This design comes from an exercise in tuning for small area, a short achievable clock period and few clock cycles per item on the open sky130 flow, not from production work.
At most, simulation tests tie the RTL to the original design; equivalence was not proved.
The RTL of run 3 was laid out without a check of its function.
Power figures rest on the tool's default switching activity, not on a simulated workload.

$ cat flow/constraint.sdc
create_clock -name core_clock -period 8.5 [get_ports {clk_i}]
set_input_delay 1.7000 -clock core_clock [delete_from_list [all_inputs] [get_ports {clk_i}]]
set_output_delay 1.7000 -clock core_clock [all_outputs]
set_load 0.01 [all_outputs]
$ cat flow/config.mk
export PLATFORM = sky130hd
export DESIGN_NAME = muldiv
export DESIGN_NICKNAME = muldiv
export VERILOG_FILES = /design/flow/design.v
export SDC_FILE = /design/flow/constraint.sdc
export NUM_CORES = 4
export LEC_CHECK = 0
export CAP_MARGIN = 20
export CORE_MARGIN = 2
export CORE_UTILIZATION = 55
export PLACE_DENSITY = 0.75
export SETUP_SLACK_MARGIN = 4.0
export SLEW_MARGIN = 20
$ cat flow/run.sh
#!/bin/bash
# synth_recipe.tcl (not shown) runs the flow's synth.tcl, then flattens the netlist and writes it again
# the make line also repeats each setting of config.mk as NAME=value (left out here)
make -C /OpenROAD-flow-scripts/flow DESIGN_CONFIG=/design/flow/config.mk WORK_HOME=/design/flow/orfs CLKGATE_MAP_FILE= SYNTH_SCRIPT=/design/flow/synth_recipe.tcl finish
$ cat flow/design.v
`timescale 1ns / 1ps 
`timescale 1ns / 1ps
 `timescale 1ns / 1ps 
module muldiv#(parameter XLEN = 32)
(
    input                   clk_i,
    input                   rst_i,
    input  [XLEN-1 : 0]     a_i,
    input  [XLEN-1 : 0]     b_i,
    input                   req_i,
    input  [ 2 : 0]         operation_sel_i,
    output [XLEN-1 : 0]     muldiv_result_o,
    output reg              ready_o
);
reg st_idle, st_mul, st_corr, st_norm, st_div, st_rcor, st_fix, st_done;
reg  [4:0]  cnt;       
reg  [32:0] acc_hi;    
reg  [31:0] acc_lo;    
reg  [32:0] opd;       
reg         corr;      
reg         negq;      
reg         negr;      
reg         is_rem, out_hi;
reg  [5:0]  la, lb;    
reg c_one1, c_two1, c_neg1, c_one2, c_two2, c_neg2;
reg c_z0, c_z1, c_cz, c_cin;
wire [2:0] op = operation_sel_i;
wire is_div  = op[2];
wire a_sgn   = (op == 3'd1) | (op == 3'd2) | (op == 3'd4) | (op == 3'd6);
wire b_sgn   = (op == 3'd1) | (op == 3'd4) | (op == 3'd6);
wire a_neg   = a_sgn & a_i[31];
wire b_neg   = b_sgn & b_i[31];
wire b_zero  = (b_i == 32'b0);
wire [36:0] m1x = {{4{opd[32]}}, opd};
wire [36:0] m2x = {{3{opd[32]}}, opd, 1'b0};
wire [36:0] pp1 = ({37{c_one1}} & m1x | {37{c_two1}} & m2x) ^ {37{c_neg1}};
wire [36:0] pp2 = ({37{c_one2}} & m1x | {37{c_two2}} & m2x) ^ {37{c_neg2}};
wire [36:0] row_x = {{4{acc_hi[32]}}, acc_hi};
wire [36:0] row_y = pp1;
wire [36:0] row_z = {pp2[34:0], c_z1, c_z0};
wire [36:0] csa_s = row_x ^ row_y ^ row_z;
wire [36:0] csa_c = {(row_x[35:0] & row_y[35:0]) | (row_x[35:0] & row_z[35:0]) |
                     (row_y[35:0] & row_z[35:0]), c_cz};
wire [37:0] tsum  = {csa_s, c_cin} + {csa_c, c_cin};
wire [36:0] T     = tsum[37:1];
wire        t_neg = T[36];
function [2:0] booth;
    input [2:0] x;
    booth = {x[2], x[1] ^ x[0], (x[2] & ~x[1] & ~x[0]) | (~x[2] & x[1] & x[0])};
endfunction
function [5:0] bitlen;
    input [31:0] x;
    integer i;
    begin
        bitlen = 6'd0;
        for (i = 0; i < 32; i = i + 1)
            if (x[i]) bitlen = i + 1;
    end
endfunction
wire [5:0]  nq = la + {5'd0, negr} - lb;   
wire        q_zero = negq ? t_neg : nq[5];
wire [32:0] dnorm = opd << nq[4:0];
wire        last = (cnt == 5'd0);
wire start     = (st_idle | st_done) & req_i;
wire mul_end   = st_mul & last;
wire norm_end  = st_norm & q_zero;
wire div_end   = st_div & last;
wire rcor_next = div_end & is_rem & t_neg;
wire fix_next  = (norm_end | (div_end & ~(is_rem & t_neg)) | st_rcor) & is_rem & negr;
wire done_next = (start & is_div & b_zero) | (mul_end & ~corr) | st_corr |
                 ((norm_end | (div_end & ~(is_rem & t_neg)) | st_rcor) &
                  ~(is_rem & negr)) | st_fix;
always @(posedge clk_i)
begin
    if (rst_i) begin
        st_idle <= 1'b1;
        st_mul  <= 1'b0;
        st_corr <= 1'b0;
        st_norm <= 1'b0;
        st_div  <= 1'b0;
        st_rcor <= 1'b0;
        st_fix  <= 1'b0;
        st_done <= 1'b0;
        ready_o <= 1'b0;
    end
    else begin
        st_idle <= (st_idle | st_done) & ~req_i;
        st_mul  <= (start & ~is_div) | (st_mul & ~last);
        st_corr <= mul_end & corr;
        st_norm <= start & is_div & ~b_zero;
        st_div  <= (st_norm & ~q_zero) | (st_div & ~last);
        st_rcor <= rcor_next;
        st_fix  <= fix_next;
        st_done <= done_next;
        ready_o <= done_next;
    end
end
always @(posedge clk_i)
begin
    is_rem <= op[1];
    negq   <= (a_neg ^ b_neg) & ~b_zero & ~op[1];
    negr   <= a_neg & ~b_zero;
    corr   <= ~b_sgn & b_i[31] & (op[1:0] != 2'b00);
    out_hi <= st_fix ? 1'b0 : is_div ? op[1] : (op[1:0] != 2'b00);
    la     <= bitlen({a_i[31] & ~a_sgn, a_i[30:0] ^ a_i[31:1]});
    lb     <= bitlen({b_i[31] & ~b_sgn, b_i[30:0] ^ b_i[31:1]} | 32'd1);
end
always @(posedge clk_i)
begin
    if (st_mul)
        acc_hi <= T[36:4];
    else if (st_corr | st_norm | st_div | st_rcor)
        acc_hi <= T[32:0];
    else
        acc_hi <= is_div ? {1'b0, a_i ^ {32{a_neg & ~b_zero}}} : 33'b0;
    if (st_mul)
        acc_lo <= {T[3:0], acc_lo[31:4]};
    else if (st_div)
        acc_lo <= {acc_lo[30:0], ~t_neg ^ negq};
    else if (st_norm)
        acc_lo <= {32{negq & ~q_zero}};
    else if (st_fix)
        acc_lo <= ~T[31:0];             
    else
        acc_lo <= is_div ? 32'hffffffff : b_i;
    if (st_norm)
        opd <= dnorm;
    else if (st_div & ~last)
        opd <= {opd[32], opd[32:1]};
    else                                 
        opd <= is_div ? {b_neg, b_i} : {a_neg, a_i};
    if (st_norm)
        cnt <= nq[4:0];
    else if (st_mul | st_div)
        cnt <= cnt - 5'd1;
    else
        cnt <= 5'd7;
end
always @(posedge clk_i)
begin
    {c_one1, c_two1, c_neg1, c_one2, c_two2, c_neg2} <= 6'b0;
    {c_z0, c_z1, c_cz, c_cin} <= 4'b0;
    if (st_idle | st_done) begin
        if (!is_div) begin
            {c_neg1, c_one1, c_two1} <= booth({b_i[1:0], 1'b0});
            {c_neg2, c_one2, c_two2} <= booth(b_i[3:1]);
            c_z0  <= b_i[1];
            c_z1  <= b_i[3];
            c_cz  <= b_i[3];
            c_cin <= b_i[3];
        end
        else begin
            c_one1 <= (a_neg ^ b_neg) & ~op[1];
            c_neg1 <= (a_neg ^ b_neg) & ~op[1] & ~b_neg;
            c_z0   <= (a_neg ^ b_neg) & ~op[1] & ~b_neg;
            c_cz   <= a_neg;
        end
    end
    else if (st_mul) begin
        if (!last) begin
            {c_neg1, c_one1, c_two1} <= booth(acc_lo[5:3]);
            {c_neg2, c_one2, c_two2} <= booth(acc_lo[7:5]);
            c_z0  <= acc_lo[5];
            c_z1  <= acc_lo[7];
            c_cz  <= acc_lo[7];
            c_cin <= acc_lo[7];
        end
        else
            c_one1 <= 1'b1;             
    end
    else if (st_norm & ~q_zero) begin
        c_one1 <= 1'b1;                 
        c_neg1 <= ~opd[32];
        c_z0   <= ~opd[32];
    end
    else if ((st_div & ~last) | rcor_next) begin
        c_one1 <= 1'b1;                 
        c_neg1 <= t_neg ~^ opd[32];
        c_z0   <= t_neg ~^ opd[32];
    end
    else if (st_norm | st_div | st_rcor)
        c_neg1 <= 1'b1;                 
end
assign muldiv_result_o = out_hi ? acc_hi[31:0] : acc_lo;
endmodule
==> results.txt, run 1 <==
max_slew headroom 28.7%; clk slew on worst S/H paths 0.07 ns; peak supply drop 0.000339 V; post-route antenna net violation count 0; top cell type's share of synthesized area 19.5%; sequential area share after synthesis 20.0%; Post-synth EDFFs 2; HPWL after DPL 41,400 um; clock share of power 11.1%; post-synthesis cell count 1,810; switching part of the total 55.9%; Fin Clk Skew 0.0124 ns; CP arrival 4.77 ns; clock root buffer clkbuf_16; largest cells by area after synthesis dfxtp_1, xnor2_1, ha_1; synth unique cells 76; HP Start corr$_DFF_P_; Crit. End Element flip-flop; HP Class reg -> reg; fraction of layout instances using a drive strength above 1 9.49%; top achievable clock speed 0.225 GHz; Max Transition Viols Final 0; H-tree depth 4; IO Port Bufs 102; most frequent cell after synthesis nand2_1; nets 1,993; Required @ worst endpoint 8.83 ns; CP Max Fanout 18; synth warn 1; row cnt 57; # IOs 103; Synth-to-Final Area Change 14.4%; TritonCTS clock tree yes; asr flop ratio synth 0%; CTS Sinks 136; R2R setup slack 4.06 ns; Worst-Skew Late Latency 0.44 ns; post-synth top area cell dfxtp_1; setup TNS 0 ns; Critical Path Source c_neg1$_DFF_P_; combinational power share 73.3%; pwr dens 440 mW/mm2; Pint 3050 uW; LEAKAGE 0.00633 uW; R2R Path Start c_neg1$_DFF_P_; DR pass1 iterations 9; die footprint 0.0263 mm2; Syn Nets 1,982; first-pass GRT wire length 80,400 um; Primary FF master, synth dfxtp_1; clk buf depth 2; Initial Utilization 56.3%; Syn Std Cell Area 0.0137 mm2; CORE AREA 0.0244 mm2; Initial DRC Count 2,432; Synth Register Bits 136; Final Hold Fails 0; number of setup violations in the final report 0; CP startpoint kind flip-flop; Post-synth top cells nand2_1, o21ai_0, dfxtp_1; RSZ-0062 raised after global routing false; worst slew pin tran 1.07 ns; fin crit share 52.3%; number of remaining DRC errors 0; via count 14,853; total power 6910 uW; WL/cell 25.6 um; maxcap violations 0; sequential share of power 15.6%; vias in the first global route 13,199; kind of critical path reg -> reg; DIE HEIGHT 162 um; gp weighted congestion 1.02; initial antenna violation count 1; CTS buffer count 17; Hold WS 0.457 ns; via density per instance 6.88; outcome no timing/DRC/antenna violations; min Tclk post-route 4.44 ns; final WL 55,200 um; Die W 162 um; gr ovfl total 0; Syn Area/Cell 7.59 um2; GRT Total Usage 40.5%; pin count of the biggest net entering global routing 99; P_sw 3870 uW
timing repair:
item	4_1_cts	5_1_grt
buffers inserted	3	12
cloned	0	1
pin swaps	4	8
setup endpoints to repair	46	58
hold buffers	0	0
resized for setup	13	35
cell families after synthesis:
| logic type | Yosys count | share of synthesized area [%] |
|---|---|---|
| AOI/OAI and AO/OA | 587 | 27.8 |
| and+or+nand+nor | 484 | 15.8 |
| buffers and inverters | 240 | 6.72 |
| xor gates and xnor gates | 161 | 10.3 |
| DFF | 136 | 20.0 |
| adders and majority gates | 102 | 11.4 |
| muxes | 100 | 8.03 |
placed cells by master (no fill, tap or decap), types with 7 or more instances in the layout:
cell,netlist,layout
a211o_1,13,13
a211oi_1,23,23
a21o_1,11,11
a21oi_1,118,118
a221oi_1,30,28
a22oi_1,67,67
a31oi_1,14,13
and3_1,8,8
buf_4,3,29
clkbuf_16,0,17
clkdlybuf4s50_1,0,101
dfxtp_1,134,116
dfxtp_2,0,15
fa_1,38,38
ha_1,64,63
inv_1,94,94
mux2_2,42,42
mux2i_1,54,53
nand2_1,181,179
nand2b_1,10,10
nand3_1,37,36
nand4_1,16,16
nor2_1,123,121
nor2b_1,15,15
nor3_1,54,54
o211ai_1,25,25
o21ai_0,151,149
o21bai_1,9,9
o22ai_1,45,45
o31ai_1,8,7
or3_1,14,14
xnor2_1,109,105
xor2_1,51,48
worst paths after layout:
check | to | cells after the start
setup / recovery | acc_lo[18]$_DFF_P_ | 15
hold / removal | st_corr$_SDFF_PP0_ | 2
setup reg to reg | acc_lo[18]$_DFF_P_ | 15
hold reg to reg | st_corr$_SDFF_PP0_ | 2
flip-flops by register name (all words and copies together) (netlist names), 5 cells and up:
name    cells
acc_hi     33
opd        33
acc_lo     32
la          6
lb          6
cnt         5
through the flow:
step / util, % / instances / cell area (um2) / worst slack (ns)
2_1_floorplan: - / 1810 / 13700 / 4.47
3_3_place_gp: 60.6 / 2110 / 14800 / 3.52
3_5_place_dp: 60.6 / 2110 / 14800 / 3.45
4_1_cts: 63.5 / 2145 / 15500 / 4.00
5_1_grt: 64.4 / 2158 / 15700 / 3.93
6_report: 64.4 / 2159 / 15700 / 4.06
critical path, cell delays in order (launching register included):
cell and delay, ns:
dfxtp_4 0.60, buf_12 0.25, xnor2_1 0.15, fa_1 0.45, ha_1 0.36, o21ai_0 0.14, o211ai_1 0.42, a32oi_2 0.26
o31ai_2 0.25, buf_4 0.17, buf_4 0.10, xor2_1 0.43, a21oi_1 0.19, a211o_1 0.37, o211ai_1 0.10, nand2_1 0.07
power groups by stage:
stage               combinational, uW  clock (uW)  sequential [uW]
floorplan                        3240           0              918
global placement                 4620           0             1080
detailed placement               4610           0             1080
CTS                              4720         762             1060
global route                     5390         791             1080
finish                           5070         767             1080
cell type report:
type / count / area (um2)
Antenna cell: 1 / 2.50
Clock buffer: 17 / 425
Clock inverter: 15 / 173
Fill cell: 2169 / 8680
Inverter: 94 / 353
Multi-Input combinational cell: 1435 / 10200
Sequential cell: 136 / 2770
Tap cell: 324 / 405
Timing Repair Buffer: 137 / 1340
per-layer routing:
| metal | track usage [%] | wire length [um] | vias up | part of all wire [%] |
|---|---|---|---|---|
| met5 | 0 | 13 | - | 0.024 |
| met3 | 9.19 | 7060 | 187 | 13 |
| met4 | 16.7 | 2880 | 2 | 5.2 |
| met1 | 57.0 | 22100 | 6984 | 40 |
| li1 | - | - | 6572 | - |
| met2 | 60.0 | 23100 | 1108 | 42 |
Testbench counts, summed over its fixed seeds: cycles 30,308, ops 3,200.
==> run 2, diff against run 1 <==
--- a/flow/config.mk
+++ b/flow/config.mk
@@ -9,5 +9,5 @@
 export CORE_MARGIN = 2
 export CORE_UTILIZATION = 55
 export PLACE_DENSITY = 0.75
-export SETUP_SLACK_MARGIN = 4.0
+export SETUP_SLACK_MARGIN = 3.8
 export SLEW_MARGIN = 20
==> run 2 against run 1 <==
Against the previous run: flip-flop and latch count unchanged; area after synthesis unchanged; critical path depth grew 1; fmax fell by 1.4%; critical endpoint is now acc_lo[29]$_DFF_P_; cell count decreased by 0.32%; non-clock buffer count fell by 5; hold slack about the same.
==> results.txt, run 2 <==
outcome no timing/DRC/antenna violations; gp weighted congestion 1.02; Syn Area/Cell 7.59 um2; # IOs 103; Worst Path Buf+Inv 2; diode count 0; clk slew on worst S/H paths 0.07 ns; CORE AREA 0.0244 mm2; IO Port Bufs 102; CTS Sinks 136; Max Transition Viols Final 0; R2R Path Start c_two1$_DFF_P_; Initial Utilization 56.3%; top cell type's share of synthesized area 19.5%; pin count of the biggest net entering global routing 99; Crit. End Element flip-flop; CP Max Fanout 33; number of remaining DRC errors 0; fraction of layout instances using a drive strength above 1 8.42%; WL/cell 25.3 um; setup TNS 0 ns; die footprint 0.0263 mm2; adder-cell area share of the yosys netlist 11.4%; TritonCTS clock tree yes; RSZ-0062 raised after global routing true; worst flop-to-flop path endpoint acc_lo[29]$_DFF_P_; Final Hold Fails 0; top achievable clock speed 0.222 GHz; gr ovfl total 0; Critical-path top delay cell fa_1; vias in the first global route 13,165; Area after DPL 0.0148 mm2; Primary FF master, synth dfxtp_1; design area 0.0156 mm2; Top Registers acc_hi: 33 flops, opd: 33 flops, acc_lo: 32 flops; post-route antenna net violation count 0; crit-path cells buf_4 -> a22oi_1 -> xor2_1 -> fa_1 -> inv_1 -> ha_1 -> nor2b_1 -> o31a_1 -> o21ai_2 -> a21oi_1 -> nor3b_1 -> or2_2 -> xnor2_1 -> o21ai_0 -> o21ai_0 -> a22o_1; min Tclk post-route 4.50 ns; HP Class reg -> reg; H-tree depth 4; GRT Total Usage 40.4%; Post-synth top cells nand2_1, o21ai_0, dfxtp_1; max_slew headroom 27.1%; peak supply drop 0.000339 V; Required @ worst endpoint 8.83 ns; maxcap violations 0; CP most frequent cell o21ai_0; LEAKAGE 0.00625 uW; xor/xnor share of the synthesized area 10.3%; clock root buffer clkbuf_16; synth warn 1; HPWL after DPL 41,400 um; row cnt 57; Syn Nets 1,982; storage element area 0.00276 mm2; first-pass GRT wire length 80,100 um; nets 1,987; delay-heaviest family, CP compound AO/OA/AOI/OAI gates; CTS Hold Bufs 0; Worst-Skew Late Latency 0.44 ns; kind of critical path reg -> reg; Post-synth EDFFs 2; initial antenna violation count 0; R2R setup slack 4.00 ns; pwr dens 438 mW/mm2; Synth Register Bits 136; Synth Area in Simple Gates 15.8%; post-synth top area cell dfxtp_1; Initial DRC Count 2,533; HP Start corr$_DFF_P_; CP startpoint kind flip-flop; worst slew pin tran 1.09 ns; Die W 162 um; DR pass1 iterations 7; number of setup violations in the final report 0; sequential area share after synthesis 20.0%; synth unique cells 76; Worst path max stage delay 0.50 ns; total power 6810 uW; footprint of the multi-input gates 0.0102 mm2; CTS buffer count 17; hold depth 2; worst-case reg-to-reg path depth 16; fin crit share 53.0%; most frequent cells in the layout nand2_1, o21ai_0, dfxtp_1, nor2_1, a21oi_1; via count 14,715; Compound-Gate Fraction of Synth Area 27.8%; WHS Endpoint st_corr$_SDFF_PP0_; most frequent cell after synthesis nand2_1; clk buf depth 2; Fin Clk Skew 0.0144 ns; largest cells by area after synthesis dfxtp_1, xnor2_1, ha_1; final WL 54,500 um; DIE HEIGHT 162 um; most common cell after layout, fill and taps aside nand2_1; Synth-to-Final Area Change 13.3%; multiplexer share of the synthesized area 8.03%; via density per instance 6.84; main combinational cell family by area after synthesis compound AO/OA/AOI/OAI gates; CP arrival 4.84 ns; post-synthesis cell count 1,810; asr flop ratio synth 0%; Syn Std Cell Area 0.0137 mm2; Filler Cell Count 2,192
[run 2: cell counts after synthesis]
Identical to the previous run, type by type.
[run 2: worst max path at each step]
| stage | start | end | slack (ns) | depth (start not counted) |
|---|---|---|---|---|
| 6_report | c_two1$_DFF_P_ | acc_lo[29]$_DFF_P_ | 4.00 | 16 |
| 5_1_grt | c_one2$_DFF_P_ | acc_lo[30]$_DFF_P_ | 3.76 | 16 |
| 4_1_cts | c_one2$_DFF_P_ | c_z0$_DFF_P_ | 3.76 | 14 |
| 3_5_place_dp | c_one2$_DFF_P_ | c_z0$_DFF_P_ | 3.45 | 14 |
| 3_3_place_gp | c_neg1$_DFF_P_ | c_z0$_DFF_P_ | 3.52 | 12 |
| 2_1_floorplan | c_neg1$_DFF_P_ | acc_hi[21]$_DFF_P_ | 4.47 | 14 |
[run 2: cells by family (layout without fill, tap and decap cells)]
kind of cell / count (synthesis) / after routing
flops: 136 / 136
mux: 100 / 100
buf+inv: 240 / 258
fa+ha+maj: 102 / 102
simple gates: 484 / 484
compound gates: 587 / 587
xor+xnor: 161 / 161
[run 2: stage by stage]
step / setup slack [ns] / utilization, % / std cells / hold slack, ns
floorplan: 4.47 / - / 1810 / 0.425
global placement: 3.52 / 60.6 / 2110 / 0.437
detailed placement: 3.45 / 60.6 / 2110 / 0.443
CTS: 3.76 / 63.2 / 2142 / 0.456
global route: 3.76 / 63.8 / 2152 / 0.489
finish: 4.00 / 63.8 / 2152 / 0.457
[run 2: layout make-up]
cell class	instances	share of cell area (%)
Clock inverter	15	1.11
Timing Repair Buffer	132	8.04
Sequential cell	136	17.8
Tap cell	324	2.60
Multi-Input combinational cell	1434	65.5
Clock buffer	17	2.73
Inverter	94	2.27
[run 2: what timing repair did]
action                                  in CTS  in global routing
pin swaps                                    0                  4
gates resized for setup                      7                 17
hold endpoints to repair                     0                  0
setup buffers                                0                 10
endpoints found under the setup margin      40                 40
[run 2: metal layers]
layer	vias up	share of wire, %	global-route usage, %
met5	-	0	0
met3	174	13	9.07
li1	6562	-	-
met4	0	4.8	16.6
met2	1065	42	59.8
met1	6914	40	56.9
[run 2: worst register-to-register path: stages (launching register included)]
cell     delay [ns]
dfxtp_1        0.31
buf_4          0.34
a22oi_1        0.18
xor2_1         0.19
fa_1           0.50
inv_1          0.04
ha_1           0.34
nor2b_1        0.17
o31a_1         0.30
o21ai_2        0.31
a21oi_1        0.18
nor3b_1        0.41
or2_2          0.23
xnor2_1        0.14
o21ai_0        0.42
o21ai_0        0.14
a22o_1         0.21
[run 2: where the power goes]
| part | switching (uW) | internal, uW |
|---|---|---|
| logic | 3190 | 1760 |
| clock network | 349 | 421 |
| registers | 283 | 798 |
==> run 3, diff against run 2 <==
--- a/flow/design.v
+++ b/flow/design.v
@@ -21,7 +21,7 @@
 reg         negq;      
 reg         negr;      
 reg         is_rem, out_hi;
-reg  [5:0]  la, lb;    
+reg  [5:0]  nq;        
 reg c_one1, c_two1, c_neg1, c_one2, c_two2, c_neg2;
 reg c_z0, c_z1, c_cz, c_cin;
 wire [2:0] op = operation_sel_i;
@@ -57,7 +57,6 @@
             if (x[i]) bitlen = i + 1;
     end
 endfunction
-wire [5:0]  nq = la + {5'd0, negr} - lb;   
 wire        q_zero = negq ? t_neg : nq[5];
 wire [32:0] dnorm = opd << nq[4:0];
 wire        last = (cnt == 5'd0);
@@ -102,8 +101,8 @@
     negr   <= a_neg & ~b_zero;
     corr   <= ~b_sgn & b_i[31] & (op[1:0] != 2'b00);
     out_hi <= st_fix ? 1'b0 : is_div ? op[1] : (op[1:0] != 2'b00);
-    la     <= bitlen({a_i[31] & ~a_sgn, a_i[30:0] ^ a_i[31:1]});
-    lb     <= bitlen({b_i[31] & ~b_sgn, b_i[30:0] ^ b_i[31:1]} | 32'd1);
+    nq     <= bitlen({a_i[31] & ~a_sgn, a_i[30:0] ^ a_i[31:1]}) + {5'd0, a_neg}
+            - bitlen({b_i[31] & ~b_sgn, b_i[30:0] ^ b_i[31:1]} | 32'd1);
 end
 always @(posedge clk_i)
 begin
@@ -127,7 +126,9 @@
         opd <= dnorm;
     else if (st_div & ~last)
         opd <= {opd[32], opd[32:1]};
-    else                                 
+    else if (st_div | st_rcor)
+        opd <= opd;
+    else
         opd <= is_div ? {b_neg, b_i} : {a_neg, a_i};
     if (st_norm)
         cnt <= nq[4:0];
--- a/flow/config.mk
+++ b/flow/config.mk
@@ -7,7 +7,7 @@
 export LEC_CHECK = 0
 export CAP_MARGIN = 20
 export CORE_MARGIN = 2
-export CORE_UTILIZATION = 55
-export PLACE_DENSITY = 0.75
-export SETUP_SLACK_MARGIN = 3.8
+export CORE_UTILIZATION = 40
+export PLACE_DENSITY = 0.6
+export SETUP_SLACK_MARGIN = 4.5
 export SLEW_MARGIN = 20
==> run 3 against run 2 <==
Against the previous run: utilization decreased by 8.4 points; setup slack improved by 0.13 ns; routed wire length increased by 25%; cell count increased by 13%; synthesized cell count decreased by 0.83%; first-iteration DRC count decreased by 21%; still clean on timing, DRC and antenna.
==> results.txt, run 3 <==
via density per instance 6.62; max_slew headroom 16.9%; Top Registers acc_hi: 33 flops, opd: 33 flops, acc_lo: 32 flops; Final Hold Fails 0; Fin Clk Skew 0.00884 ns; worst flop-to-flop path endpoint acc_lo[24]$_DFF_P_; P_sw 4530 uW; outcome no timing/DRC/antenna violations; fraction of layout instances using a drive strength above 1 30.5%; largest cells by area after synthesis dfxtp_1, edfxtp_1, xnor2_1; HP Class reg -> reg; gr ovfl total 0; metal1 wirelength 27,000 um; post-synthesis cell count 1,795; Syn Area/Cell 8.02 um2; worst-case reg-to-reg path depth 18; sequential share of power 12.0%; WL met3 7290 um; Primary FF master, synth dfxtp_1; nets 2,139; number of setup violations in the final report 0; post-synth top area cell dfxtp_1; IO Port Bufs 102; LEAKAGE 0.00781 uW; die footprint 0.0375 mm2; Worst-Skew Late Latency 0.45 ns; maxcap violations 0; via count 16,168; min Tclk post-route 4.37 ns; initial antenna violation count 1; clock root buffer clkbuf_16; fin util 55.5%; Pint 4480 uW; Post-synth top cells nor2_1, a21oi_1, nand2_1; synth unique cells 94; CP Max Fanout 4; GRT Total Usage 34.2%; Area after DPL 0.0156 mm2; Syn Nets 1,967; H-tree depth 4; CTS Hold Bufs 0; CTS Sinks 130; number of remaining DRC errors 0; combinational power share 79.6%; synth warn 1; Syn Std Cell Area 0.0144 mm2; Required @ worst endpoint 8.88 ns; crit path capture nq[5]$_DFF_P_; post-route antenna net violation count 0; vias in the first global route 15,061; Post-synth EDFFs 33; RSZ-0062 raised after global routing true; # IOs 103; R2R setup slack 4.31 ns; clk buf depth 2; Hold WS 0.466 ns; sequential area share after synthesis 20.4%; row cnt 69; CTS buffer count 17; kind of critical path in -> reg; design area 0.0197 mm2; DIE HEIGHT 194 um; first-pass GRT wire length 97,100 um; pin count of the biggest net entering global routing 92; Initial Utilization 40.6%; HPWL after DPL 45,200 um; asr flop ratio synth 0%; Initial DRC Count 2,003; total power 9010 uW; gp weighted congestion 0.995; highest routed layer met4; Crit. End Element flip-flop; CP arrival 4.76 ns; Max Transition Viols Final 0; R2R Path Start c_one1$_DFF_P_; DR pass1 iterations 6; final WL 68,000 um; pwr dens 458 mW/mm2; Synth-to-Final Area Change 36.6%; Critical Path Source b_i[16]; CP startpoint kind input port; peak supply drop 0.000270 V; Synth Register Bits 130; fin crit share 51.4%; switching part of the total 50.3%; most frequent cells in the layout buf_4, nor2_1, nand2_1, a21oi_1, dfxtp_1; most common cell after layout, fill and taps aside buf_4; DR WL met2 28,600 um; clock share of power 8.4%; setup TNS 0 ns; Die W 194 um; most frequent cell after synthesis nor2_1; clk slew on worst S/H paths 0.06 ns; TritonCTS clock tree yes; WL/cell 27.9 um; CORE AREA 0.0355 mm2; worst slew pin tran 1.25 ns; top cell type's share of synthesized area 13.5%; top achievable clock speed 0.229 GHz
run 3: cell count changes after synthesis, sizes merged, moves of 18 or more:
cell	before	now
o21ai	158	106
edfxtp	2	33
a211oi	25	43
nor2	123	154
dfxtp	134	97
nand2	181	126
run 3: worst min path at each step:
| stage | startpoint | end | slack [ns] | cells after the start |
|---|---|---|---|---|
| after global routing | corr$_DFF_P_ | st_corr$_SDFF_PP0_ | 0.48 | 1 |
| final | corr$_DFF_P_ | st_corr$_SDFF_PP0_ | 0.47 | 1 |
| after floorplan | negr$_DFF_P_ | st_fix$_SDFF_PP0_ | 0.43 | 2 |
| after CTS | corr$_DFF_P_ | st_corr$_SDFF_PP0_ | 0.47 | 1 |
| after detailed placement | corr$_DFF_P_ | st_corr$_SDFF_PP0_ | 0.46 | 1 |
| after global placement | corr$_DFF_P_ | st_corr$_SDFF_PP0_ | 0.46 | 1 |
run 3: layout make-up:
| class | instances | area (um2) |
|---|---|---|
| repair buffers | 301 | 2890 |
| inverters | 90 | 345 |
| flip-flops and latches | 130 | 2960 |
| well taps | 461 | 577 |
| clock buffers | 20 | 478 |
| multi-input cells | 1427 | 12300 |
| clock inverters | 10 | 100 |
| fillers | 3155 | 15800 |
| diodes | 2 | 5.00 |
run 3: power by group through the flow:
stage / Combinational, uW / Clock (uW) / Sequential, uW
2_1_floorplan: 3500 / 0 / 932
3_3_place_gp: 4660 / 0 / 1150
3_5_place_dp: 4660 / 0 / 1150
4_1_cts: 6160 / 755 / 1060
5_1_grt: 7580 / 771 / 1090
6_report: 7170 / 760 / 1080
run 3: per-stage QoR:
stage	std cells	setup WS, ns
finish	2441	4.13
floorplan	1795	4.01
detailed placement	2231	3.06
global route	2439	4.00
global placement	2231	3.08
CTS	2394	4.07
run 3: layer usage:
metal / vias to the layer above / track usage, %
met5: - / 0
met1: 7855 / 46.3
met2: 1141 / 50.2
li1: 6933 / -
met4: 0 / 22.4
met3: 239 / 5.65
run 3: worst max-delay path, stage by stage:
cell,delay (ns)
dlygate4sd2_1,0.45
inv_1,0.09
ha_1,0.35
nor2_1,0.11
o31ai_1,0.09
a211oi_1,0.22
o31ai_1,0.10
a211oi_1,0.23
o21ai_1,0.12
ha_1,0.33
ha_1,0.29
a21o_1,0.16
a21oi_2,0.13
o21bai_1,0.09
a21oi_1,0.15
xnor2_1,0.13
run 3: kinds of logic (layout without fill, tap and decap cells):
logic type      after synthesis  after routing  synth area share, %
buf+inv                     240            421                 6.52
xor+xnor                    157            157                 9.55
other cells                   0              2                    0
flops                       130            130                 20.4
simple gates                473            475                 15.4
fa+ha+maj                   102            102                 10.8
compound gates              582            582                 27.5
mux                         111            111                 9.83
run 3: repair_timing:
| item | CTS | global route |
|---|---|---|
| gates resized for setup | 312 | 222 |
| pin swaps | 107 | 141 |
| setup buffers | 127 | 42 |
| endpoints found under the setup margin | 105 | 60 |
| gates cloned | 6 | 3 |
==> run 4, diff against run 3 <==
--- a/flow/design.v
+++ b/flow/design.v
@@ -21,7 +21,9 @@
 reg         negq;      
 reg         negr;      
 reg         is_rem, out_hi;
-reg  [5:0]  nq;        
+reg         out_inv;   
+reg         out_zero;  
+reg  [5:0]  la, lb;    
 reg c_one1, c_two1, c_neg1, c_one2, c_two2, c_neg2;
 reg c_z0, c_z1, c_cz, c_cin;
 wire [2:0] op = operation_sel_i;
@@ -57,6 +59,7 @@
             if (x[i]) bitlen = i + 1;
     end
 endfunction
+wire [5:0]  nq = la + {5'd0, negr} - lb;   
 wire        q_zero = negq ? t_neg : nq[5];
 wire [32:0] dnorm = opd << nq[4:0];
 wire        last = (cnt == 5'd0);
@@ -100,15 +103,17 @@
     negq   <= (a_neg ^ b_neg) & ~b_zero & ~op[1];
     negr   <= a_neg & ~b_zero;
     corr   <= ~b_sgn & b_i[31] & (op[1:0] != 2'b00);
-    out_hi <= st_fix ? 1'b0 : is_div ? op[1] : (op[1:0] != 2'b00);
-    nq     <= bitlen({a_i[31] & ~a_sgn, a_i[30:0] ^ a_i[31:1]}) + {5'd0, a_neg}
-            - bitlen({b_i[31] & ~b_sgn, b_i[30:0] ^ b_i[31:1]} | 32'd1);
+    out_hi <= is_div ? op[1] : (op[1:0] != 2'b00);
+    out_inv <= st_fix;
+    out_zero <= st_norm;     
+    la     <= bitlen({a_i[31] & ~a_sgn, a_i[30:0] ^ a_i[31:1]});
+    lb     <= bitlen({b_i[31] & ~b_sgn, b_i[30:0] ^ b_i[31:1]} | 32'd1);
 end
 always @(posedge clk_i)
 begin
     if (st_mul)
         acc_hi <= T[36:4];
-    else if (st_corr | st_norm | st_div | st_rcor)
+    else if (st_corr | st_norm | st_div | st_rcor | st_fix)
         acc_hi <= T[32:0];
     else
         acc_hi <= is_div ? {1'b0, a_i ^ {32{a_neg & ~b_zero}}} : 33'b0;
@@ -117,18 +122,14 @@
     else if (st_div)
         acc_lo <= {acc_lo[30:0], ~t_neg ^ negq};
     else if (st_norm)
-        acc_lo <= {32{negq & ~q_zero}};
-    else if (st_fix)
-        acc_lo <= ~T[31:0];             
+        acc_lo <= {32{negq}};
     else
         acc_lo <= is_div ? 32'hffffffff : b_i;
     if (st_norm)
         opd <= dnorm;
     else if (st_div & ~last)
         opd <= {opd[32], opd[32:1]};
-    else if (st_div | st_rcor)
-        opd <= opd;
-    else
+    else                                 
         opd <= is_div ? {b_neg, b_i} : {a_neg, a_i};
     if (st_norm)
         cnt <= nq[4:0];
@@ -182,5 +183,6 @@
     else if (st_norm | st_div | st_rcor)
         c_neg1 <= 1'b1;                 
 end
-assign muldiv_result_o = out_hi ? acc_hi[31:0] : acc_lo;
+assign muldiv_result_o = out_hi ? acc_hi[31:0] ^ {32{out_inv}} :
+                         acc_lo & {32{~out_zero}};
 endmodule
--- a/flow/config.mk
+++ b/flow/config.mk
@@ -7,7 +7,7 @@
 export LEC_CHECK = 0
 export CAP_MARGIN = 20
 export CORE_MARGIN = 2
-export CORE_UTILIZATION = 40
-export PLACE_DENSITY = 0.6
-export SETUP_SLACK_MARGIN = 4.5
+export CORE_UTILIZATION = 55
+export PLACE_DENSITY = 0.75
+export SETUP_SLACK_MARGIN = 4.0
 export SLEW_MARGIN = 20
==> run 4 against run 3 <==
Against the previous run: power down 33%; still clean; highest routed layer unchanged; largest cell class unchanged; sequential power about the same; combinational power down 42%.
==> results.txt, run 4 <==
clk buf depth 2; HP Start st_fix$_SDFF_PP0_; xor/xnor share of the synthesized area 12.1%; gp weighted congestion 1.03; main combinational cell family by area after synthesis compound AO/OA/AOI/OAI gates; number of setup violations in the final report 0; Final Hold Fails 0; non-filler cells, final 2,189; post-synth top area cell dfxtp_1; Required @ worst endpoint 8.80 ns; worst-case reg-to-reg path depth 15; post-synthesis cell count 1,849; most common cell after layout, fill and taps aside o21ai_0; synth unique cells 82; Fin Clk Skew 0.0171 ns; Syn Nets 2,021; most frequent cell after synthesis o21ai_0; HPWL after DPL 39,000 um; # IOs 103; DR pass1 iterations 6; CP arrival 4.61 ns; Synth-to-Final Area Change 12.0%; CP Max Fanout 34; via count 14,480; pin count of the biggest net entering global routing 71; Worst-Skew Late Latency 0.45 ns; clock root buffer clkbuf_16; initial antenna violation count 1; worst flop-to-flop path endpoint acc_hi[23]$_DFF_P_; gr ovfl total 0; kind of critical path reg -> reg; final WL 51,600 um; storage element area 0.00279 mm2; die footprint 0.0269 mm2; top achievable clock speed 0.232 GHz; adder-cell area share of the yosys netlist 11.1%; RSZ-0062 raised after global routing false; footprint of the multi-input gates 0.0105 mm2; GRT Total Usage 38.2%; first-pass GRT wire length 77,300 um; via density per instance 6.61; CTS buffer count 17; CTS Hold Bufs 0; pwr dens 384 mW/mm2; row cnt 58; Die W 164 um; Max Transition Viols Final 0; Syn Area/Cell 7.62 um2; fraction of layout instances using a drive strength above 1 7.70%; Post-synth top cells o21ai_0, nand2_1, dfxtp_1; sequential area share after synthesis 19.8%; worst slack, placed 3.82 ns; fin util 62.7%; TritonCTS clock tree yes; most frequent cells in the layout o21ai_0, nand2_1, dfxtp_1, nor2_1; hold depth 0; final setup margin 4.19 ns; CP startpoint kind flip-flop; DIE HEIGHT 164 um; fin crit share 50.8%; Primary FF master, synth dfxtp_1; Filler Cell Count 2,265; top cell type's share of synthesized area 19.3%; Syn Std Cell Area 0.0141 mm2; peak supply drop 0.000300 V; maxcap violations 0; Compound-Gate Fraction of Synth Area 27.1%; Top Registers acc_hi: 33 flops, opd: 33 flops, acc_lo: 32 flops; Post-CTS Setup Bufs 0; placed insts 2,155; largest cells by area after synthesis dfxtp_1, o21ai_0, xnor2_1; vias in the first global route 13,521; worst slew pin tran 1.05 ns; nets 2,017; Crit. End Element flip-flop; Synth Area in Simple Gates 16.2%; multiplexer share of the synthesized area 7.70%; HP Class reg -> reg; IO Port Bufs 102; CTS Sinks 138; CORE AREA 0.0252 mm2; Post-synth EDFFs 2; Synth Register Bits 138; LEAKAGE 0.00642 uW; synth warn 1; asr flop ratio synth 0%; H-tree depth 4; max_slew headroom 30.0%; outcome no timing/DRC/antenna violations; clk slew on worst S/H paths 0.07 ns; Initial DRC Count 2,138; WHS Endpoint out_inv$_DFF_P_; min Tclk post-route 4.31 ns; Initial Utilization 55.9%; setup TNS 0 ns; R2R setup slack 4.19 ns; WL/cell 23.6 um; number of remaining DRC errors 0; post-route antenna net violation count 0; R2R Path Start c_one1$_DFF_P_
==> run 4: changes by cell type after synthesis, moves of 14 or more <==
cell,delta
o21ai_0,+113
nand2_1,+83
dfxtp_1,+39
nor2_1,-35
xor2_1,+35
edfxtp_1,-31
nand2b_1,+31
nor3_1,-29
o22ai_1,-18
a21oi_1,-17
a211oi_1,-16
mux4_2,-14
==> run 4: worst max path at each step <==
| stage | from | end | depth (start not counted) |
|---|---|---|---|
| after floorplan | c_one1$_DFF_P_ | acc_hi[31]$_DFF_P_ | 16 |
| after global placement | b_i[16] | acc_hi[24]$_DFF_P_ | 11 |
| after detailed placement | b_i[3] | acc_hi[24]$_DFF_P_ | 11 |
| after CTS | c_neg1$_DFF_P_ | acc_hi[27]$_DFF_P_ | 13 |
| after global routing | c_neg2$_DFF_P_ | c_z0$_DFF_P_ | 13 |
| final | c_one1$_DFF_P_ | acc_hi[23]$_DFF_P_ | 15 |
==> run 4: final cells by class <==
class | count | share of cell area (%)
diodes | 1 | 0.0159
clock buffers | 17 | 2.70
clock inverters | 15 | 1.12
inverters | 80 | 1.90
multi-input cells | 1488 | 66.6
flip-flops and latches | 138 | 17.7
well taps | 330 | 2.62
repair buffers | 120 | 7.37
==> run 4: cell families (layout without fill, tap and decap cells) <==
logic type                 count (synthesis)  in the layout
buffers and inverters                    223            232
muxes                                     96             96
adders and majority gates                102            102
DFF                                      138            138
other                                      0              1
AOI/OAI and AO/OA                        596            596
and+or+nand+nor                          500            500
xor gates and xnor gates                 194            194
==> run 4: metal layers <==
metal  share of wire (%)  GRT usage [%]  wire [um]
met2                  43           59.0      22400
met1                  40           51.1      20400
met3                  11           6.14       5770
met4                 5.8           20.7       3020
met5                   0              0          0
==> run 4: stage by stage <==
stage / total power [uW] / cell area (um2) / hold WS (ns)
floorplan: 3930 / 14100 / 0.340
global placement: 5090 / 15100 / 0.379
detailed placement: 5140 / 15100 / 0.387
CTS: 5940 / 15700 / 0.390
global route: 6430 / 15800 / 0.403
finish: 6070 / 15800 / 0.400
==> run 4: where the power goes <==
part / leakage, uW / switching, uW / internal (uW)
clock network: 0.000293 / 360 / 421
logic: 0.00496 / 2570 / 1610
registers: 0.00116 / 301 / 808
==> run 4: timing repair <==
| item | in CTS | in global routing |
|---|---|---|
| gates resized for setup | 0 | 1 |
| setup endpoints to repair | 0 | 15 |
| hold endpoints to repair | 0 | 0 |
==> run 4: critical path, stage by stage (launching register included) <==
cell	delay (ns)
dfxtp_1	0.31
buf_4	0.37
nand2_1	0.12
xor2_1	0.18
fa_1	0.51
inv_1	0.07
fa_1	0.42
a211oi_1	0.34
o21ai_1	0.20
a41oi_2	0.31
o22ai_1	0.21
o311a_1	0.36
o21ai_0	0.17
nand2b_1	0.09
xnor2_1	0.34
o21ai_0	0.17
Testbench counts of run 4, summed over its fixed seeds: cycles 30,308, ops 3,200.
==> run 5, diff against run 4 <==
--- a/flow/config.mk
+++ b/flow/config.mk
@@ -8,6 +8,7 @@
 export CAP_MARGIN = 20
 export CORE_MARGIN = 2
 export CORE_UTILIZATION = 55
+export CTS_BUF_LIST = sky130_fd_sc_hd__clkbuf_8
 export PLACE_DENSITY = 0.75
 export SETUP_SLACK_MARGIN = 4.0
 export SLEW_MARGIN = 20
==> run 5 against run 4 <==
Against the previous run: die area stayed put; sequential power hardly changed; register-to-register slack hardly changed; critical path type is now in -> reg; setup slack worse by 0.087 ns; final area is 1.2% lower; via count is 0.78% higher; combinational power hardly changed; synthesized cell count stayed put; flip-flop and latch count stayed put; cell count stayed put; first-iteration DRC count is 1.2% lower; power is 3.1% lower; still clean on timing, DRC and antenna; largest cell class unchanged.
==> results.txt, run 5 <==
Crit. path cell count 12; fin util 61.9%; post-route antenna net violation count 0; Worst-Skew Late Latency 0.49 ns; Top Registers acc_hi: 33 flops, opd: 33 flops, acc_lo: 32 flops; nets 2,017; Worst Path Buf+Inv 3; DIE HEIGHT 164 um; HPWL after DPL 39,000 um; Crit. End Element flip-flop; maxcap violations 0; Syn Nets 2,021; row cnt 58; delay-heaviest family, CP simple AND/OR/NAND/NOR gates; Syn Std Cell Area 0.0141 mm2; worst-case reg-to-reg path depth 15; setup TNS 0 ns; storage element area 0.00279 mm2; Syn Area/Cell 7.62 um2; R2R Path Start c_one1$_DFF_P_; Synth-to-Final Area Change 10.7%; first-pass GRT wire length 77,100 um; Final Hold Fails 0; clock root buffer clkbuf_8; Synth Register Bits 138; synth unique cells 82; Required @ worst endpoint 8.83 ns; most common cell after layout, fill and taps aside o21ai_0; Max Transition Viols Final 0; HP Class reg -> reg; min Tclk post-route 4.40 ns; gp weighted congestion 1.03; Critical Path Source b_i[3]; DR pass1 iterations 6; final WL 51,600 um; synth warn 1; worst flop-to-flop path endpoint acc_hi[27]$_DFF_P_; GRT Total Usage 38.0%; Post-synth top cells o21ai_0, nand2_1, dfxtp_1; asr flop ratio synth 0%; top achievable clock speed 0.227 GHz; crit path capture acc_hi[24]$_DFF_P_; P_sw 3210 uW; R2R setup slack 4.20 ns; crit-path cells clkdlybuf4s50_1 -> inv_1 -> ha_1 -> nand4_1 -> nor2_1 -> nand4_1 -> nor4_1 -> nor2_4 -> buf_16 -> xor2_1 -> a221oi_1 -> a21oi_1; number of remaining DRC errors 0; gr ovfl total 0; switching part of the total 54.6%; Pint 2670 uW; CP arrival 4.73 ns; Fin Clk Skew 0.0229 ns; worst slew pin tran 1.06 ns; WL/cell 23.6 um; CP Max Fanout 17; largest cells by area after synthesis dfxtp_1, o21ai_0, xnor2_1; number of setup violations in the final report 0; Post-CTS Setup Bufs 0; top cell type's share of synthesized area 19.3%; CP most frequent cell nand4_1; pwr dens 377 mW/mm2; H-tree depth 4; most frequent cells in the layout o21ai_0, nand2_1, dfxtp_1, nor2_1; Post-synth EDFFs 2; footprint of the multi-input gates 0.0105 mm2; Filler Cell Count 2,311; Primary FF master, synth dfxtp_1; Die W 164 um; initial antenna violation count 2; Critical-path top delay cell nor4_1; fin crit share 51.8%; die footprint 0.0269 mm2; clock share of power 10.0%; Initial Utilization 55.9%; peak supply drop 0.000298 V; combinational power share 71.1%; kind of critical path in -> reg; CTS buffer count 17; CTS Sinks 138; post-synthesis cell count 1,849; Initial DRC Count 2,112; vias in the first global route 13,548; clk buf depth 2; Worst path max stage delay 0.73 ns; TritonCTS clock tree yes; RSZ-0062 raised after global routing false; sequential share of power 18.8%; most frequent cell after synthesis o21ai_0; CORE AREA 0.0252 mm2; outcome no timing/DRC/antenna violations; post-synth top area cell dfxtp_1; clk slew on worst S/H paths 0.09 ns; CTS Hold Bufs 0; pin count of the biggest net entering global routing 71; # IOs 103; via count 14,593; LEAKAGE 0.00633 uW; fraction of layout instances using a drive strength above 1 7.70%; CP startpoint kind input port; max_slew headroom 29.6%; sequential area share after synthesis 19.8%; IO Port Bufs 102; via density per instance 6.67
run 5: cells by family (layout without fill, tap and decap cells):
group | after synthesis | after routing | synth area share, %
muxes | 96 | 96 | 7.70
adders and majority gates | 102 | 102 | 11.1
other | 0 | 1 | 0
DFF | 138 | 138 | 19.8
xor gates and xnor gates | 194 | 194 | 12.1
AOI/OAI and AO/OA | 596 | 596 | 27.1
and+or+nand+nor | 500 | 500 | 16.2
buffers and inverters | 223 | 232 | 6.06
run 5: through the flow:
step                instances  power (uW)  instance area [um2]  hold WS, ns  setup WS, ns
finish                   2189        5880                15600        0.403          4.10
global route             2189        6230                15600        0.403          4.02
CTS                      2187        5740                15600        0.390          4.23
detailed placement       2155        5140                15100        0.387          3.82
global placement         2155        5090                15100        0.379          3.86
floorplan                1849        3930                14100        0.340          4.63
run 5: worst min-delay path by stage:
stage / endpoint / slack [ns] / depth (start not counted) / start
after detailed placement: out_inv$_DFF_P_ / 0.39 / 0 / st_fix$_SDFF_PP0_
after floorplan: out_zero$_DFF_P_ / 0.34 / 0 / st_norm$_SDFF_PP0_
after global placement: out_inv$_DFF_P_ / 0.38 / 0 / st_fix$_SDFF_PP0_
after global routing: out_inv$_DFF_P_ / 0.40 / 0 / st_fix$_SDFF_PP0_
final: out_inv$_DFF_P_ / 0.40 / 0 / st_fix$_SDFF_PP0_
after CTS: out_inv$_DFF_P_ / 0.39 / 0 / st_fix$_SDFF_PP0_
run 5: timing repair:
action / CTS / global route
endpoints found under the hold margin: 0 / 0
endpoints found under the setup margin: 1 / 0
resized for setup: 1 / 0
run 5: routing by layer:
metal	vias up	wire (um)	track usage, %
met5	-	0	0
met4	0	2970	20.7
met3	174	5960	7.02
met2	993	22200	58.0
met1	6861	20400	50.8
li1	6565	-	-
run 5: final cells by class:
type / instances / area share, %
diodes: 1 / 0.0160
clock buffers: 17 / 1.50
clock inverters: 15 / 1.13
inverters: 80 / 1.93
multi-input cells: 1488 / 67.4
flip-flops and latches: 138 / 17.9
well taps: 330 / 2.65
repair buffers: 120 / 7.51
run 5: power by group through the flow:
stage	registers, uW	logic (uW)	clock network [uW]
2_1_floorplan	943	2990	0
3_3_place_gp	1110	3980	0
3_5_place_dp	1110	4030	0
4_1_cts	1090	4060	586
5_1_grt	1110	4510	609
6_report	1110	4180	590
==> run 6, diff against run 5 <==
--- a/flow/config.mk
+++ b/flow/config.mk
@@ -8,7 +8,6 @@
 export CAP_MARGIN = 20
 export CORE_MARGIN = 2
 export CORE_UTILIZATION = 55
-export CTS_BUF_LIST = sky130_fd_sc_hd__clkbuf_8
 export PLACE_DENSITY = 0.75
-export SETUP_SLACK_MARGIN = 4.0
+export SETUP_SLACK_MARGIN = 4.2
 export SLEW_MARGIN = 20
==> run 6 against run 5 <==
Against the previous run: die area unchanged; largest cell class unchanged; critical endpoint is now muldiv_result_o[2]; flip-flop and latch count did not move; critical path depth down 8.
==> results.txt, run 6 <==
outcome no timing/DRC/antenna violations; fraction of layout instances using a drive strength above 1 7.96%; post-route antenna net violation count 0; gr ovfl total 0; CTS buffer count 17; final setup margin 4.34 ns; Critical-path top delay cell dfxtp_2; Die W 164 um; DIE HEIGHT 164 um; first-pass GRT wire length 77,300 um; TritonCTS clock tree yes; CP arrival 2.46 ns; top achievable clock speed 0.240 GHz; CTS Sinks 138; largest cells by area after synthesis dfxtp_1, o21ai_0, xnor2_1; nets 2,019; Syn Area/Cell 7.62 um2; CP startpoint kind flip-flop; clock root buffer clkbuf_16; Final Hold Fails 0; CORE AREA 0.0252 mm2; Fin Clk Skew 0.0193 ns; GRT busiest layer met2; worst slew pin tran 1.07 ns; peak supply drop 0.000297 V; Crit. End Element output port; sequential area share after synthesis 19.8%; Syn Std Cell Area 0.0141 mm2; pin count of the biggest net entering global routing 71; synth warn 1; global routing usage on met1 51.1%; maxcap violations 0; CP Max Fanout 32; Filler Cell Count 2,256; met2 Track Usage GR 59.0%; most frequent cells in the layout o21ai_0, nand2_1, dfxtp_1, nor2_1, a21oi_1; min Tclk post-route 4.16 ns; LEAKAGE 0.00644 uW; row cnt 58; setup TNS 0 ns; worst slack, placed 3.82 ns; storage element area 0.00280 mm2; post-synth top area cell dfxtp_1; Max Transition Viols Final 0; final WL 52,000 um; hold depth 0; via count 14,576; Primary FF master, synth dfxtp_1; HP Class reg -> reg; number of remaining DRC errors 0; crit-path cells xor2_1 -> nand2_1 -> o21ai_0 -> clkdlybuf4s50_1; WL/cell 23.7 um; pwr dens 386 mW/mm2; worst-case reg-to-reg path depth 15; Worst-Skew Late Latency 0.45 ns; top cell type's share of synthesized area 19.3%; # IOs 103; Required @ worst endpoint 6.80 ns; clk buf depth 2; IO Port Bufs 102; number of setup violations in the final report 0; Post-synth EDFFs 2; RSZ-0062 raised after global routing true; die footprint 0.0269 mm2; most frequent cell after synthesis o21ai_0; GRT Total Usage 38.2%; Top Registers acc_hi: 33 flops, opd: 33 flops, acc_lo: 32 flops; CTS Hold Bufs 0; H-tree depth 4; M3 GR Usage 6.14%; max_slew headroom 28.9%; HPWL after DPL 39,000 um; gp weighted congestion 1.03; Worst path max stage delay 0.95 ns; most common cell after layout, fill and taps aside o21ai_0; post-synthesis cell count 1,849; DR pass1 iterations 6; via density per instance 6.65; Post-synth top cells o21ai_0, nand2_1, dfxtp_1; Synth Register Bits 138; kind of critical path reg -> out; Syn Nets 2,021; design area 0.0158 mm2; asr flop ratio synth 0%; clk slew on worst S/H paths 0.07 ns; total power 6120 uW; Initial Utilization 55.9%; initial antenna violation count 1; vias in the first global route 13,521; fin crit share 49.0%; Synth-to-Final Area Change 12.5%; footprint of the multi-input gates 0.0105 mm2; synth unique cells 82; Initial DRC Count 2,169; Area after DPL 0.0151 mm2
[run 6: worst max-delay path: cells and delay by family, from the launching register on]
| family | cells | cell delay (ns) |
|---|---|---|
| buffers and inverters | 1 | 0.59 |
| xor gates and xnor gates | 1 | 0.24 |
| AOI/OAI and AO/OA | 1 | 0.15 |
| and+or+nand+nor | 1 | 0.08 |
| DFF | 1 | 0.95 |
[run 6: final timing paths]
| path | startpoint | endpoint | slack (ns) |
|---|---|---|---|
| worst max register to register | c_one2$_DFF_P_ | c_z0$_DFF_P_ | 4.34 |
| worst max-delay path | out_inv$_DFF_P_ | muldiv_result_o[2] | 4.34 |
| worst min-delay path | st_fix$_SDFF_PP0_ | out_inv$_DFF_P_ | 0.40 |
| worst min register to register | st_fix$_SDFF_PP0_ | out_inv$_DFF_P_ | 0.40 |
[run 6: layout make-up]
cell class | instances | area share (%)
inverters | 80 | 1.90
flip-flops and latches | 138 | 17.6
clock buffers | 17 | 2.68
clock inverters | 15 | 1.11
diodes | 1 | 0.0158
repair buffers | 122 | 7.66
multi-input cells | 1488 | 66.4
well taps | 330 | 2.61
[run 6: metal layers]
metal	vias to the layer above	wire length, um	share of wire (%)
li1	6579	-	-
met1	6877	20600	40
met2	935	22400	43
met3	185	5790	11
met4	0	3180	6.1
met5	-	0	0
[run 6: repair_timing]
action / in CTS / in global routing
endpoints found under the setup margin: 13 / 23
pin swaps: 0 / 2
gates resized for setup: 1 / 9
buffers inserted: 0 / 2
[run 6: through the flow]
step / hold slack [ns] / util (%) / std cells
floorplan: 0.340 / - / 1849
global placement: 0.379 / 60.2 / 2155
detailed placement: 0.387 / 60.2 / 2155
CTS: 0.390 / 62.6 / 2187
global route: 0.403 / 62.9 / 2191
finish: 0.398 / 62.9 / 2191
[run 6: cells by family after synthesis]
logic type	share of synthesized area [%]
compound gates	27.1
simple gates	16.2
buf+inv	6.06
xor+xnor	12.1
flops	19.8
fa+ha+maj	11.1
mux	7.70
[run 6: power by group]
part | switching (uW) | internal (uW) | leakage [uW] | total, uW
sequential | 297 | 808 | 0.00116 | 1110
clock | 364 | 421 | 0.000293 | 785
combinational | 2600 | 1630 | 0.00499 | 4230

==> re-timing with driven ports <==
The flow's constraints put no driver on any port. The routed layouts listed below were extracted and timed again, unchanged, in two steps. Step 1 assumes that a clkbuf_16 drives the clock port and a buf_2 every other input. Step 2 also shifts input and output timing later by t, the mid clock arrival at the registers, as if the neighbouring blocks saw the same clock. Three values: no drivers, after step 1, after step 2; two values: the first two.
| run | t (ns) | slack for setup (ns) | worst setup path after step 2 | worst data-port slew with drivers (ns) |
|---|---|---|---|---|
| run 1 | 0.479 | 4.058 / 4.058 / 3.636 | input to register | 0.04 |
| run 2 | 0.484 | 3.995 / 3.995 / 3.555 | input to register | 0.04 |
| run 3 | 0.508 | 4.127 / 4.141 / 3.633 | input to register | 0.07 |
| run 4 | 0.489 | 4.186 / 4.186 / 3.715 | input to register | 0.07 |
| run 5 | 0.520 | 4.098 / 4.106 / 3.586 | input to register | 0.07 |
| run 6 | 0.493 | 4.337 / 4.286 / 3.927 | input to register | 0.07 |
After both steps setup and hold are still met in every run listed. The setup slack of run 5, which loses most, moves by +0.008 ns with the drivers and by -0.512 ns with both steps.
